What follows belongs to an exercise in optimizing a design on an open flow for small area, a short achievable clock period and few clock cycles per item; a production flow would make more cautious choices. The RTL of this run was laid out without a check of its function.

`flow/config.mk`:
```
export PLATFORM = sky130hd
export DESIGN_NAME = multi_64_33_9_10_16_3
export DESIGN_NICKNAME = multi_64_33_9_10_16_3
export VERILOG_FILES = /design/flow/design.v
export SDC_FILE = /design/flow/constraint.sdc
export NUM_CORES = 4
export LEC_CHECK = 0
export CAP_MARGIN = 20
export CORE_MARGIN = 2
export CORE_UTILIZATION = 40
export SLEW_MARGIN = 20
```
`flow/constraint.sdc`:
```
create_clock -name core_clock -period 10.0 [get_ports {clk}]
set_input_delay 2.0000 -clock core_clock [delete_from_list [all_inputs] [get_ports {clk}]]
set_output_delay 2.0000 -clock core_clock [all_outputs]
set_load 0.01 [all_outputs]
```
`flow/design.v`:
```
module multi_64_33_9_10_16_3(clk, reset, s_data_in_x, s_valid_x, s_ready_x, m_data_out_y, m_valid_y, m_ready_y);
	input 				clk, reset, s_valid_x, m_ready_y;
	input signed [15:0] 		s_data_in_x;
	output logic        		s_ready_x, m_valid_y;
	output logic signed [15:0] m_data_out_y;
	logic 				m_valid_y0, m_valid_y1, m_ready_y0, m_ready_y1;
	logic signed [15:0]		m_data_out_y0, m_data_out_y1;
	layer1_64_33_16_1 conv1(clk, reset, s_data_in_x, s_valid_x, s_ready_x, m_data_out_y0, m_valid_y0, m_ready_y0);
	layer2_32_9_16_1 conv2(clk, reset, m_data_out_y0, m_valid_y0, m_ready_y0, m_data_out_y1, m_valid_y1, m_ready_y1);
	layer3_24_9_16_1 conv3(clk, reset, m_data_out_y1, m_valid_y1, m_ready_y1, m_data_out_y, m_valid_y, m_ready_y);
endmodule
module layer1_64_33_16_1(clk, reset, s_data_in_x, s_valid_x, s_ready_x, m_data_out_y, m_valid_y, m_ready_y);
	input 				clk, reset, s_valid_x, m_ready_y;
	input signed [15:0] 		s_data_in_x;
	output logic        		s_ready_x, m_valid_y;
	output logic signed [15:0] m_data_out_y;
	logic [5:0]		addr_f;
	logic [5:0]		addr_x;
	logic [5:0]		acc_addr;
	logic 					wr_en_x, clear_acc, en_acc, valid_out, bias_addr_x;
	controlpath_64_33_16_1 mycontrolpath(	clk, reset, s_valid_x, s_ready_x, m_valid_y, m_ready_y,
					addr_x, wr_en_x,addr_f, clear_acc, en_acc, acc_addr,
					valid_out, bias_addr_x);
	datapath_64_33_16_1 mydatapath(	clk, reset, s_data_in_x, addr_x, wr_en_x, addr_f, clear_acc, en_acc,
				m_data_out_y, acc_addr, valid_out, bias_addr_x);
endmodule
module controlpath_64_33_16_1(	clk, reset, s_valid_x, s_ready_x,
			m_valid_y, m_ready_y, addr_x, wr_en_x,
			addr_f, clear_acc, en_acc, acc_addr, valid_out, bias_addr_x);
	input 			clk, reset, s_valid_x, m_ready_y, valid_out;
	output logic    	s_ready_x, m_valid_y, wr_en_x, clear_acc, en_acc, bias_addr_x;
		logic [1:0]		x_state, acc_state, acc_state_cntr;
	logic [5:0]	L_cntr;
	logic			pipeline_delay; 
	output logic [5:0]	addr_f;
	output logic [5:0] addr_x;
	output logic [5:0] acc_addr;
	always_ff @(posedge clk) begin
	    if(reset==1) begin
	    	s_ready_x<=1; m_valid_y<=0; addr_x<=0; bias_addr_x<=0;
	    	addr_f<=0; clear_acc<=1; en_acc<=0; x_state<=0;
		acc_state<=0; L_cntr <=0; acc_addr<=0; pipeline_delay<=0;
	    end
	    else begin
	    	if(x_state==0) begin 
		    if(s_valid_x==1) begin
			if(addr_x==63) begin  
		    	    x_state <= 1;
			    addr_x <= 0;
			    s_ready_x <= 0;
			end else begin
			    addr_x <= addr_x + 1;
			end
		    end
		end
		if(acc_state==0) begin 
		    acc_state_cntr <= 0;
		    en_acc <= 0;
		    if(x_state==1) begin
			acc_state <= 1;
			addr_x <= 0; addr_f <= 0;
			L_cntr <= 1;
			bias_addr_x <= 1;
		    end
		end else if(acc_state==1) begin 
		    if(acc_addr == 32) begin
			acc_state <= 2;
			acc_addr <= 0;
			en_acc <= 0;
			addr_x <= 0; addr_f <= 0;
			x_state <= 0;
			s_ready_x <= 1;
			bias_addr_x <= 0;
		    end else begin
			en_acc <= 1;
		    	if(pipeline_delay==1) begin 
			    addr_f <= 0;
			    addr_x <= 1*L_cntr;
			    L_cntr <= L_cntr + 1;
			    acc_addr <= L_cntr;
			    clear_acc <= 1;
			    pipeline_delay <= 0;
			end else if(addr_f!=32) begin
			    clear_acc <= 0;
			    addr_f <= addr_f + 1;
			    addr_x <= addr_x + 1;
			end else if(valid_out==1)
			    pipeline_delay <= 1;
		    end
		end else if(acc_state==2) begin 
		    if(m_ready_y==1) begin
			if(m_valid_y == 1) begin
			    if(acc_addr == 31) begin
			        acc_addr <= 0;
			        acc_state <= 0;
			        m_valid_y <= 0;
			    end else begin
				acc_addr <= acc_addr + 1;
			    	m_valid_y <= 0;
			    end
			end else
			    m_valid_y <= 1;
		    end
		end
	    end
	end
	always_comb begin
	    if(x_state==0)
		wr_en_x = s_valid_x;
	    else
		wr_en_x = 0;
	end
endmodule
module datapath_64_33_16_1(clk, reset, s_data_in_x, 
		addr_x, wr_en_x, addr_f, clear_acc, en_acc, 
		m_data_out_y, acc_addr, valid_out, bias_addr_x);
	input 				clk, reset, wr_en_x, clear_acc, en_acc, bias_addr_x;
	input signed [15:0] 		s_data_in_x;
	input [5:0]		addr_f;
	input [5:0]		addr_x;
	output logic signed [15:0] m_data_out_y;
	logic [15:0]			dout_x, dout_f;
	logic signed [15:0]	din_y, ReLU;
	input [5:0]		acc_addr;
	output logic 			valid_out;
	memory_64_33_16_1 #(64, 6) memX(clk, s_data_in_x, dout_x, addr_x, wr_en_x);
	layer1_64_33_16_1_f_rom my_rom(clk, addr_f, dout_f);
	memory_64_33_16_1 #(32, 6) memY(clk, ReLU, m_data_out_y, acc_addr, valid_out);
	mult_acc_64_33_16_1 my_mult_acc(clk, clear_acc, dout_x, dout_f, en_acc, din_y, valid_out);
	always_comb begin
	    if(din_y < 0)
		ReLU = 0;
	    else
		ReLU = din_y;
    end
endmodule
module layer1_64_33_16_1_f_rom(clk, addr, z);
   input clk;
   input [5:0] addr;
   output logic signed [15:0] z;
   always_ff @(posedge clk) begin
      case(addr)
        0: z <= -16'd65;
        1: z <= 16'd6;
        2: z <= -16'd72;
        3: z <= -16'd157;
        4: z <= -16'd196;
        5: z <= 16'd198;
        6: z <= -16'd111;
        7: z <= 16'd193;
        8: z <= -16'd256;
        9: z <= 16'd43;
        10: z <= 16'd187;
        11: z <= 16'd74;
        12: z <= -16'd71;
        13: z <= 16'd207;
        14: z <= 16'd203;
        15: z <= -16'd246;
        16: z <= -16'd208;
        17: z <= -16'd194;
        18: z <= 16'd111;
        19: z <= -16'd12;
        20: z <= 16'd17;
        21: z <= -16'd223;
        22: z <= 16'd135;
        23: z <= -16'd165;
        24: z <= 16'd216;
        25: z <= -16'd242;
        26: z <= -16'd238;
        27: z <= -16'd198;
        28: z <= 16'd181;
        29: z <= 16'd45;
        30: z <= 16'd136;
        31: z <= -16'd139;
        32: z <= -16'd205;
      endcase
   end
endmodule
module memory_64_33_16_1(clk, data_in, data_out, addr, wr_en);
    parameter                   		SIZE=64, LOGSIZE=6;
    input [15:0]			data_in;
    output logic [15:0]   	data_out;
    input [LOGSIZE-1:0]         		addr;
    input                       		clk, wr_en;
    logic [SIZE-1:0][15:0]	mem;
    always_ff @(posedge clk) begin
	    data_out <= mem[addr];
	    if (wr_en)
		mem[addr] <= data_in;
    end
endmodule
module mult_acc_64_33_16_1(clk, reset, a, b, valid_in, f, valid_out);
    input 				clk, reset, valid_in;
    input signed [15:0] 		a, b; 
    output logic signed [15:0] 	f;
    output logic 			valid_out;
    logic signed [37:0] 		sum, product;
    logic [32:0]			sum_count;
    logic				pipeline_delay;
    localparam signed [37:0] MAXVAL = 38'd32767; 
    localparam signed [37:0] MINVAL = -38'd32768; 
    always_ff @(posedge clk) begin
        if(reset == 1) begin
	    f <= 0;
	    valid_out <= 0;
	    sum_count <= 0;
	    product <= 0;
	    pipeline_delay <= 0;
	end
	else begin
	    if(valid_in == 1) begin
		if( sum < MINVAL )
		    f <= -16'd32768; 
		else if ( sum > MAXVAL )
		    f <= 16'd32767; 
		else
	    	    f <= sum;
		if( a*b < MINVAL )
		    product <= -16'd32768; 
		else if ( a*b > MAXVAL)
		    product <= 16'd32767; 
		else
	    	    product <= a*b;
		if(pipeline_delay == 1) begin
	    	    valid_out <= 1;
		    sum_count <= 0;
		    pipeline_delay <= 0;
		end else if(sum_count == 32)
		    pipeline_delay <= 1;
	    	else begin
		    valid_out <= 0;
		    sum_count <= sum_count + 1;
		end
	    end
	end
    end
    always_comb begin
	sum = product+f;
    end 
endmodule
module layer2_32_9_16_1(clk, reset, s_data_in_x, s_valid_x, s_ready_x, m_data_out_y, m_valid_y, m_ready_y);
	input 				clk, reset, s_valid_x, m_ready_y;
	input signed [15:0] 		s_data_in_x;
	output logic        		s_ready_x, m_valid_y;
	output logic signed [15:0] m_data_out_y;
	logic [3:0]		addr_f;
	logic [4:0]		addr_x;
	logic [5:0]		acc_addr;
	logic 					wr_en_x, clear_acc, en_acc, valid_out, bias_addr_x;
	controlpath_32_9_16_1 mycontrolpath(	clk, reset, s_valid_x, s_ready_x, m_valid_y, m_ready_y,
					addr_x, wr_en_x,addr_f, clear_acc, en_acc, acc_addr,
					valid_out, bias_addr_x);
	datapath_32_9_16_1 mydatapath(	clk, reset, s_data_in_x, addr_x, wr_en_x, addr_f, clear_acc, en_acc,
				m_data_out_y, acc_addr, valid_out, bias_addr_x);
endmodule
module controlpath_32_9_16_1(	clk, reset, s_valid_x, s_ready_x,
			m_valid_y, m_ready_y, addr_x, wr_en_x,
			addr_f, clear_acc, en_acc, acc_addr, valid_out, bias_addr_x);
	input 			clk, reset, s_valid_x, m_ready_y, valid_out;
	output logic    	s_ready_x, m_valid_y, wr_en_x, clear_acc, en_acc, bias_addr_x;
		logic [1:0]		x_state, acc_state, acc_state_cntr;
	logic [5:0]	L_cntr;
	logic			pipeline_delay; 
	output logic [3:0]	addr_f;
	output logic [4:0] addr_x;
	output logic [5:0] acc_addr;
	always_ff @(posedge clk) begin
	    if(reset==1) begin
	    	s_ready_x<=1; m_valid_y<=0; addr_x<=0; bias_addr_x<=0;
	    	addr_f<=0; clear_acc<=1; en_acc<=0; x_state<=0;
		acc_state<=0; L_cntr <=0; acc_addr<=0; pipeline_delay<=0;
	    end
	    else begin
	    	if(x_state==0) begin 
		    if(s_valid_x==1) begin
			if(addr_x==31) begin  
		    	    x_state <= 1;
			    addr_x <= 0;
			    s_ready_x <= 0;
			end else begin
			    addr_x <= addr_x + 1;
			end
		    end
		end
		if(acc_state==0) begin 
		    acc_state_cntr <= 0;
		    en_acc <= 0;
		    if(x_state==1) begin
			acc_state <= 1;
			addr_x <= 0; addr_f <= 0;
			L_cntr <= 1;
			bias_addr_x <= 1;
		    end
		end else if(acc_state==1) begin 
		    if(acc_addr == 24) begin
			acc_state <= 2;
			acc_addr <= 0;
			en_acc <= 0;
			addr_x <= 0; addr_f <= 0;
			x_state <= 0;
			s_ready_x <= 1;
			bias_addr_x <= 0;
		    end else begin
			en_acc <= 1;
		    	if(pipeline_delay==1) begin 
			    addr_f <= 0;
			    addr_x <= 1*L_cntr;
			    L_cntr <= L_cntr + 1;
			    acc_addr <= L_cntr;
			    clear_acc <= 1;
			    pipeline_delay <= 0;
			end else if(addr_f!=8) begin
			    clear_acc <= 0;
			    addr_f <= addr_f + 1;
			    addr_x <= addr_x + 1;
			end else if(valid_out==1)
			    pipeline_delay <= 1;
		    end
		end else if(acc_state==2) begin 
		    if(m_ready_y==1) begin
			if(m_valid_y == 1) begin
			    if(acc_addr == 23) begin
			        acc_addr <= 0;
			        acc_state <= 0;
			        m_valid_y <= 0;
			    end else begin
				acc_addr <= acc_addr + 1;
			    	m_valid_y <= 0;
			    end
			end else
			    m_valid_y <= 1;
		    end
		end
	    end
	end
	always_comb begin
	    if(x_state==0)
		wr_en_x = s_valid_x;
	    else
		wr_en_x = 0;
	end
endmodule
module datapath_32_9_16_1(clk, reset, s_data_in_x, 
		addr_x, wr_en_x, addr_f, clear_acc, en_acc, 
		m_data_out_y, acc_addr, valid_out, bias_addr_x);
	input 				clk, reset, wr_en_x, clear_acc, en_acc, bias_addr_x;
	input signed [15:0] 		s_data_in_x;
	input [3:0]		addr_f;
	input [4:0]		addr_x;
	output logic signed [15:0] m_data_out_y;
	logic [15:0]			dout_x, dout_f;
	logic signed [15:0]	din_y, ReLU;
	input [5:0]		acc_addr;
	output logic 			valid_out;
	memory_32_9_16_1 #(32, 5) memX(clk, s_data_in_x, dout_x, addr_x, wr_en_x);
	layer2_32_9_16_1_f_rom my_rom(clk, addr_f, dout_f);
	memory_32_9_16_1 #(24, 6) memY(clk, ReLU, m_data_out_y, acc_addr, valid_out);
	mult_acc_32_9_16_1 my_mult_acc(clk, clear_acc, dout_x, dout_f, en_acc, din_y, valid_out);
	always_comb begin
	    if(din_y < 0)
		ReLU = 0;
	    else
		ReLU = din_y;
    end
endmodule
module layer2_32_9_16_1_f_rom(clk, addr, z);
   input clk;
   input [3:0] addr;
   output logic signed [15:0] z;
   always_ff @(posedge clk) begin
      case(addr)
        0: z <= -16'd192;
        1: z <= -16'd40;
        2: z <= -16'd144;
        3: z <= -16'd250;
        4: z <= 16'd105;
        5: z <= -16'd207;
        6: z <= -16'd250;
        7: z <= -16'd107;
        8: z <= 16'd236;
      endcase
   end
endmodule
module memory_32_9_16_1(clk, data_in, data_out, addr, wr_en);
    parameter                   		SIZE=64, LOGSIZE=6;
    input [15:0]			data_in;
    output logic [15:0]   	data_out;
    input [LOGSIZE-1:0]         		addr;
    input                       		clk, wr_en;
    logic [SIZE-1:0][15:0]	mem;
    always_ff @(posedge clk) begin
	    data_out <= mem[addr];
	    if (wr_en)
		mem[addr] <= data_in;
    end
endmodule
module mult_acc_32_9_16_1(clk, reset, a, b, valid_in, f, valid_out);
    input 				clk, reset, valid_in;
    input signed [15:0] 		a, b; 
    output logic signed [15:0] 	f;
    output logic 			valid_out;
    logic signed [35:0] 		sum, product;
    logic [8:0]			sum_count;
    logic				pipeline_delay;
    localparam signed [35:0] MAXVAL = 36'd32767; 
    localparam signed [35:0] MINVAL = -36'd32768; 
    always_ff @(posedge clk) begin
        if(reset == 1) begin
	    f <= 0;
	    valid_out <= 0;
	    sum_count <= 0;
	    product <= 0;
	    pipeline_delay <= 0;
	end
	else begin
	    if(valid_in == 1) begin
		if( sum < MINVAL )
		    f <= -16'd32768; 
		else if ( sum > MAXVAL )
		    f <= 16'd32767; 
		else
	    	    f <= sum;
		if( a*b < MINVAL )
		    product <= -16'd32768; 
		else if ( a*b > MAXVAL)
		    product <= 16'd32767; 
		else
	    	    product <= a*b;
		if(pipeline_delay == 1) begin
	    	    valid_out <= 1;
		    sum_count <= 0;
		    pipeline_delay <= 0;
		end else if(sum_count == 8)
		    pipeline_delay <= 1;
	    	else begin
		    valid_out <= 0;
		    sum_count <= sum_count + 1;
		end
	    end
	end
    end
    always_comb begin
	sum = product+f;
    end 
endmodule
module layer3_24_9_16_1(clk, reset, s_data_in_x, s_valid_x, s_ready_x, m_data_out_y, m_valid_y, m_ready_y);
	input 				clk, reset, s_valid_x, m_ready_y;
	input signed [15:0] 		s_data_in_x;
	output logic        		s_ready_x, m_valid_y;
	output logic signed [15:0] m_data_out_y;
	logic [3:0]		addr_f;
	logic [4:0]		addr_x;
	logic [4:0]		acc_addr;
	logic 					wr_en_x, clear_acc, en_acc, valid_out, bias_addr_x;
	controlpath_24_10_16_1 mycontrolpath(	clk, reset, s_valid_x, s_ready_x, m_valid_y, m_ready_y,
					addr_x, wr_en_x,addr_f, clear_acc, en_acc, acc_addr,
					valid_out, bias_addr_x);
	datapath_24_10_16_1 mydatapath(	clk, reset, s_data_in_x, addr_x, wr_en_x, addr_f, clear_acc, en_acc,
				m_data_out_y, acc_addr, valid_out, bias_addr_x);
endmodule
module controlpath_24_10_16_1(	clk, reset, s_valid_x, s_ready_x,
			m_valid_y, m_ready_y, addr_x, wr_en_x,
			addr_f, clear_acc, en_acc, acc_addr, valid_out, bias_addr_x);
	input 			clk, reset, s_valid_x, m_ready_y, valid_out;
	output logic    	s_ready_x, m_valid_y, wr_en_x, clear_acc, en_acc, bias_addr_x;
		logic [1:0]		x_state, acc_state, acc_state_cntr;
	logic [4:0]	L_cntr;
	logic			pipeline_delay; 
	output logic [3:0]	addr_f;
	output logic [4:0] addr_x;
	output logic [4:0] acc_addr;
	always_ff @(posedge clk) begin
	    if(reset==1) begin
	    	s_ready_x<=1; m_valid_y<=0; addr_x<=0; bias_addr_x<=0;
	    	addr_f<=0; clear_acc<=1; en_acc<=0; x_state<=0;
		acc_state<=0; L_cntr <=0; acc_addr<=0; pipeline_delay<=0;
	    end
	    else begin
	    	if(x_state==0) begin 
		    if(s_valid_x==1) begin
			if(addr_x==23) begin  
		    	    x_state <= 1;
			    addr_x <= 0;
			    s_ready_x <= 0;
			end else begin
			    addr_x <= addr_x + 1;
			end
		    end
		end
		if(acc_state==0) begin 
		    acc_state_cntr <= 0;
		    en_acc <= 0;
		    if(x_state==1) begin
			acc_state <= 1;
			addr_x <= 0; addr_f <= 0;
			L_cntr <= 1;
			bias_addr_x <= 1;
		    end
		end else if(acc_state==1) begin 
		    if(acc_addr == 15) begin
			acc_state <= 2;
			acc_addr <= 0;
			en_acc <= 0;
			addr_x <= 0; addr_f <= 0;
			x_state <= 0;
			s_ready_x <= 1;
			bias_addr_x <= 0;
		    end else begin
			en_acc <= 1;
		    	if(pipeline_delay==1) begin 
			    addr_f <= 0;
			    addr_x <= 1*L_cntr;
			    L_cntr <= L_cntr + 1;
			    acc_addr <= L_cntr;
			    clear_acc <= 1;
			    pipeline_delay <= 0;
			end else if(addr_f!=9) begin
			    clear_acc <= 0;
			    addr_f <= addr_f + 1;
			    addr_x <= addr_x + 1;
			end else if(valid_out==1)
			    pipeline_delay <= 1;
		    end
		end else if(acc_state==2) begin 
		    if(m_ready_y==1) begin
			if(m_valid_y == 1) begin
			    if(acc_addr == 14) begin
			        acc_addr <= 0;
			        acc_state <= 0;
			        m_valid_y <= 0;
			    end else begin
				acc_addr <= acc_addr + 1;
			    	m_valid_y <= 0;
			    end
			end else
			    m_valid_y <= 1;
		    end
		end
	    end
	end
	always_comb begin
	    if(x_state==0)
		wr_en_x = s_valid_x;
	    else
		wr_en_x = 0;
	end
endmodule
module datapath_24_10_16_1(clk, reset, s_data_in_x, 
		addr_x, wr_en_x, addr_f, clear_acc, en_acc, 
		m_data_out_y, acc_addr, valid_out, bias_addr_x);
	input 				clk, reset, wr_en_x, clear_acc, en_acc, bias_addr_x;
	input signed [15:0] 		s_data_in_x;
	input [3:0]		addr_f;
	input [4:0]		addr_x;
	output logic signed [15:0] m_data_out_y;
	logic [15:0]			dout_x, dout_f;
	logic signed [15:0]	din_y, ReLU;
	input [4:0]		acc_addr;
	output logic 			valid_out;
	memory_24_10_16_1 #(24, 5) memX(clk, s_data_in_x, dout_x, addr_x, wr_en_x);
	layer3_24_9_16_1_f_rom my_rom(clk, addr_f, dout_f);
	memory_24_10_16_1 #(15, 5) memY(clk, ReLU, m_data_out_y, acc_addr, valid_out);
	mult_acc_24_10_16_1 my_mult_acc(clk, clear_acc, dout_x, dout_f, en_acc, din_y, valid_out);
	always_comb begin
	    if(din_y < 0)
		ReLU = 0;
	    else
		ReLU = din_y;
    end
endmodule
module layer3_24_9_16_1_f_rom(clk, addr, z);
   input clk;
   input [3:0] addr;
   output logic signed [15:0] z;
   always_ff @(posedge clk) begin
      case(addr)
        0: z <= 16'd80;
        1: z <= 16'd78;
        2: z <= 16'd187;
        3: z <= 16'd27;
        4: z <= 16'd88;
        5: z <= 16'd236;
        6: z <= 16'd90;
        7: z <= -16'd57;
        8: z <= -16'd32;
        9: z <= -16'd149;
      endcase
   end
endmodule
module memory_24_10_16_1(clk, data_in, data_out, addr, wr_en);
    parameter                   		SIZE=64, LOGSIZE=6;
    input [15:0]			data_in;
    output logic [15:0]   	data_out;
    input [LOGSIZE-1:0]         		addr;
    input                       		clk, wr_en;
    logic [SIZE-1:0][15:0]	mem;
    always_ff @(posedge clk) begin
	    data_out <= mem[addr];
	    if (wr_en)
		mem[addr] <= data_in;
    end
endmodule
module mult_acc_24_10_16_1(clk, reset, a, b, valid_in, f, valid_out);
    input 				clk, reset, valid_in;
    input signed [15:0] 		a, b; 
    output logic signed [15:0] 	f;
    output logic 			valid_out;
    logic signed [35:0] 		sum, product;
    logic [9:0]			sum_count;
    logic				pipeline_delay;
    localparam signed [35:0] MAXVAL = 36'd32767; 
    localparam signed [35:0] MINVAL = -36'd32768; 
    always_ff @(posedge clk) begin
        if(reset == 1) begin
	    f <= 0;
	    valid_out <= 0;
	    sum_count <= 0;
	    product <= 0;
	    pipeline_delay <= 0;
	end
	else begin
	    if(valid_in == 1) begin
		if( sum < MINVAL )
		    f <= -16'd32768; 
		else if ( sum > MAXVAL )
		    f <= 16'd32767; 
		else
	    	    f <= sum;
		if( a*b < MINVAL )
		    product <= -16'd32768; 
		else if ( a*b > MAXVAL)
		    product <= 16'd32767; 
		else
	    	    product <= a*b;
		if(pipeline_delay == 1) begin
	    	    valid_out <= 1;
		    sum_count <= 0;
		    pipeline_delay <= 0;
		end else if(sum_count == 9)
		    pipeline_delay <= 1;
	    	else begin
		    valid_out <= 0;
		    sum_count <= sum_count + 1;
		end
	    end
	end
    end
    always_comb begin
	sum = product+f;
    end 
endmodule
```
`flow/run.sh`:
```
#!/bin/bash
# synth_recipe.tcl (not shown) runs the flow's synth.tcl, then flattens the netlist and writes it again
# the make line also repeats each setting of config.mk as NAME=value (left out here)
make -C /OpenROAD-flow-scripts/flow DESIGN_CONFIG=/design/flow/config.mk WORK_HOME=/design/flow/orfs CLKGATE_MAP_FILE= SYNTH_SCRIPT=/design/flow/synth_recipe.tcl finish
```
==> run summary <==
synth_stat cells, types with 71 or more instances:
| cell type | n | area [um2] |
|---|---|---|
| a211oi_1 | 77 | 578 |
| a21o_1 | 74 | 556 |
| a21oi_1 | 323 | 1620 |
| a22o_1 | 787 | 6890 |
| and2_1 | 420 | 2630 |
| buf_1 | 109 | 409 |
| clkbuf_1 | 1044 | 3920 |
| dfxtp_1 | 389 | 7790 |
| edfxtp_1 | 3083 | 92600 |
| fa_1 | 754 | 15100 |
| ha_1 | 404 | 5050 |
| inv_1 | 973 | 3650 |
| mux2_2 | 979 | 11000 |
| mux2i_1 | 154 | 1540 |
| mux4_2 | 906 | 20400 |
| nand2_1 | 1944 | 7300 |
| nand2b_1 | 115 | 719 |
| nand3_1 | 147 | 736 |
| nand4_1 | 71 | 444 |
| nor2_1 | 573 | 2150 |
| nor2b_1 | 97 | 607 |
| nor3_1 | 130 | 651 |
| o21a_1 | 85 | 638 |
| o21ai_0 | 1444 | 7230 |
| xnor2_1 | 150 | 1310 |
| xor2_1 | 108 | 946 |
final timing paths:
check                                           startpoint                                        to  slack, ns
hold / removal    conv1.mydatapath.my_mult_acc.product[36]  conv1.mydatapath.my_mult_acc.product[36]       0.45
setup / recovery             conv2.mydatapath.my_rom.z[14]   conv2.mydatapath.my_mult_acc.product[5]       1.60
setup reg to reg             conv2.mydatapath.my_rom.z[14]   conv2.mydatapath.my_mult_acc.product[5]       1.60
hold reg to reg   conv1.mydatapath.my_mult_acc.product[36]  conv1.mydatapath.my_mult_acc.product[36]       0.45
routing by layer:
metal | part of all wire, % | track usage, % | vias up
met4 | 3.1 | 5.95 | 4
li1 | - | - | 58800
met1 | 44 | 29.1 | 67400
met3 | 6.5 | 2.72 | 772
met5 | 0.0045 | 0 | -
met2 | 47 | 33.1 | 4304
sequential cells by signal (all words and copies together) (netlist names), 32 cells and up:
name / flops
conv2.mydatapath.memX.mem: 512
conv2.mydatapath.my_mult_acc.product: 32
conv3.mydatapath.memY.mem: 240
conv3.mydatapath.my_mult_acc.product: 32
conv3.mydatapath.memX.mem: 384
conv1.mydatapath.memY.mem: 512
conv1.mydatapath.my_mult_acc.product: 32
conv1.mydatapath.memX.mem: 1024
conv2.mydatapath.memY.mem: 384
conv1.mydatapath.my_mult_acc.sum_count: 33
critical path, stage by stage (launching register included):
cell      delay (ns)
edfxtp_1        0.84
nand2_1         0.33
inv_1           0.29
fa_1            0.48
fa_1            0.49
fa_1            0.57
fa_1            0.44
fa_1            0.49
inv_1           0.05
fa_1            0.47
inv_1           0.04
ha_1            0.43
a21o_1          0.23
a21o_1          0.19
a21oi_1         0.34
mux2_2          0.38
a311oi_1        0.27
o311ai_0        0.20
or4_1           0.43
nor2_1          0.11
nand4b_1        0.62
a221oi_1        0.53
per-stage QoR:
stage,worst slack [ns],utilization [%]
2_1_floorplan,-8.53,-
3_3_place_gp,1.81,41.4
3_5_place_dp,1.69,41.4
4_1_cts,1.64,44.0
5_1_grt,0.992,44.0
6_report,1.60,44.0
cell families (layout without fill, tap and decap cells):
group | count (synthesis) | after routing
other cells | 0 | 7
simple gates | 3758 | 3758
compound gates | 3246 | 3246
flops | 3472 | 3472
xor+xnor | 258 | 258
buf+inv | 2173 | 2022
mux | 2040 | 2040
fa+ha+maj | 1158 | 1158
cell type report:
type / count / area share [%]
sequential: 3472 / 45.2
clock buffer: 513 / 4.79
antenna: 7 / 0.00789
tap: 6706 / 3.78
timing repair buffer: 322 / 1.23
clock inverter: 211 / 1.03
multi-input combinational: 10500 / 42.3
inverter: 976 / 1.66
==> metrics.cfg <==
[route]
dr.pass1.iters=6
drt.antenna.violating_nets=0
vias_per_cell=5.79
drt_iter0_markers=13800
wl_per_cell_um=23.8
drt-total-wl_mm=539
vias=131000
drc=0

[cts]
numCtsBuffers=389
worstSkewPairLatency_ns=1.08
ctsResizeCount=0
cts_max_level=5
clock_sinks=3472
cts_hold_buf=0
cts.clk_slew.worst_paths_ns=0.06
post_cts_buffers=0
clockRootBuffer=clkbuf_16
clock_path_buffers=4
cts_tree=yes

[yosys]
ys_warn_count=18
seq_area_frac_synth_pct=49.6
synth_top_family_by_area=multiplexers
netlist_area_um2=202000
yosys.area_share.simple_pct=8.45
synth.distinct_cells=103
synth_area_per_cell_um2=12.6
synth_compound_area_share_pct=10.5
netlist_instances=16100
synth_seq_cells=3472
synth-xor-area-share_pct=1.12
synthAdderAreaFrac_pct=9.96
synth_edf_count=3083
ys.flop_type=edfxtp_1
syn_nets=17300
synth_mux_area_share_pct=16.3
synthArstFlopShare_pct=0

[global_routing]
grt_max_degree=188
grt.overflow.total=0
grtUsageTotal_pct=20.5
grt_pass1_wl_mm=821
grt_pass1_vias=130000
antenna_found_initial=17

[floorplan]
io_pins=38
coreArea_um2=505000
dieHeight_um=715
die-area_um2=512000
die_w_um=715
num_rows=261
start_util_pct=40.1

[layout]
multi_input_area_um2=93900
fin_cells=22700
fill_cells=46100
drive_gt1_share_pct=18.2
syn2layout_area_growth_pct=9.79
register_area_um2=100000
layout_common_cells=edfxtp_1 (3083), nand2_1 (1939), o21ai_0 (1442)
final_cell_area_um2=222000
nNetsFinal=16800
final_common_cell=edfxtp_1

[timing]
rsz0062_at_grt=no
setup_viol=0
report.final.slew_viol_count=0
worst_pin_slew_ns=1.18
worst_clock_skew_ns=0.140
min_period_over_period_pct=84.0
fin_setup_tns_ns=0
holdWs_ns=0.455
max_freq_mhz=119
hold_viol=0
slew_headroom_pct=21.4
period_minus_slack_ns=8.40

[job]
drv_cap=0

[critical_path]
crit_required_ns=10.84
ff2ff_path_depth=21
worstPathArrival_ns=9.25
cp-start-kind=register
critPathKind=reg2reg
worst_setup_path_end_kind=register
cp_max_fo=23

[placement]
dpl_cell_area_um2=209000
place.gp.congestion=0.870
io_buffers=37
hpwl_mm=345
post-place-cells=21900

[hold_path]
min_path_cells=1
hp-class=reg2reg

[outcome]
outcome=finished clean

## afterwards: timing with drivers on the ports
In the flow no input, the clock included, has a driving cell. The finished layout below was timed again as built, in two steps.
Step 1 assumes that a clkbuf_16 drives the clock port and a buf_2 every other input.
Step 2, shift: input delay + t, output delay - t, t = (earliest + latest rising clock arrival at the registers) / 2. This alone moves slack from input paths to output paths.
a / b / c = no drivers / after step 1 / after step 2; a / b = the first two.
t (ns): 1.116
setup WS [ns]: 1.598 / 1.598 / 1.598
worst hold slack (ns): 0.455 / 0.455 / 0.455
clock arrival spread, ns: 0.163 / 0.163
worst register clock-pin slew, ns: 0.07 / 0.07
After both steps setup and hold are still met in this run. For this run, drivers alone change the setup slack by 0.000 ns; drivers and shift together by 0.000 ns.
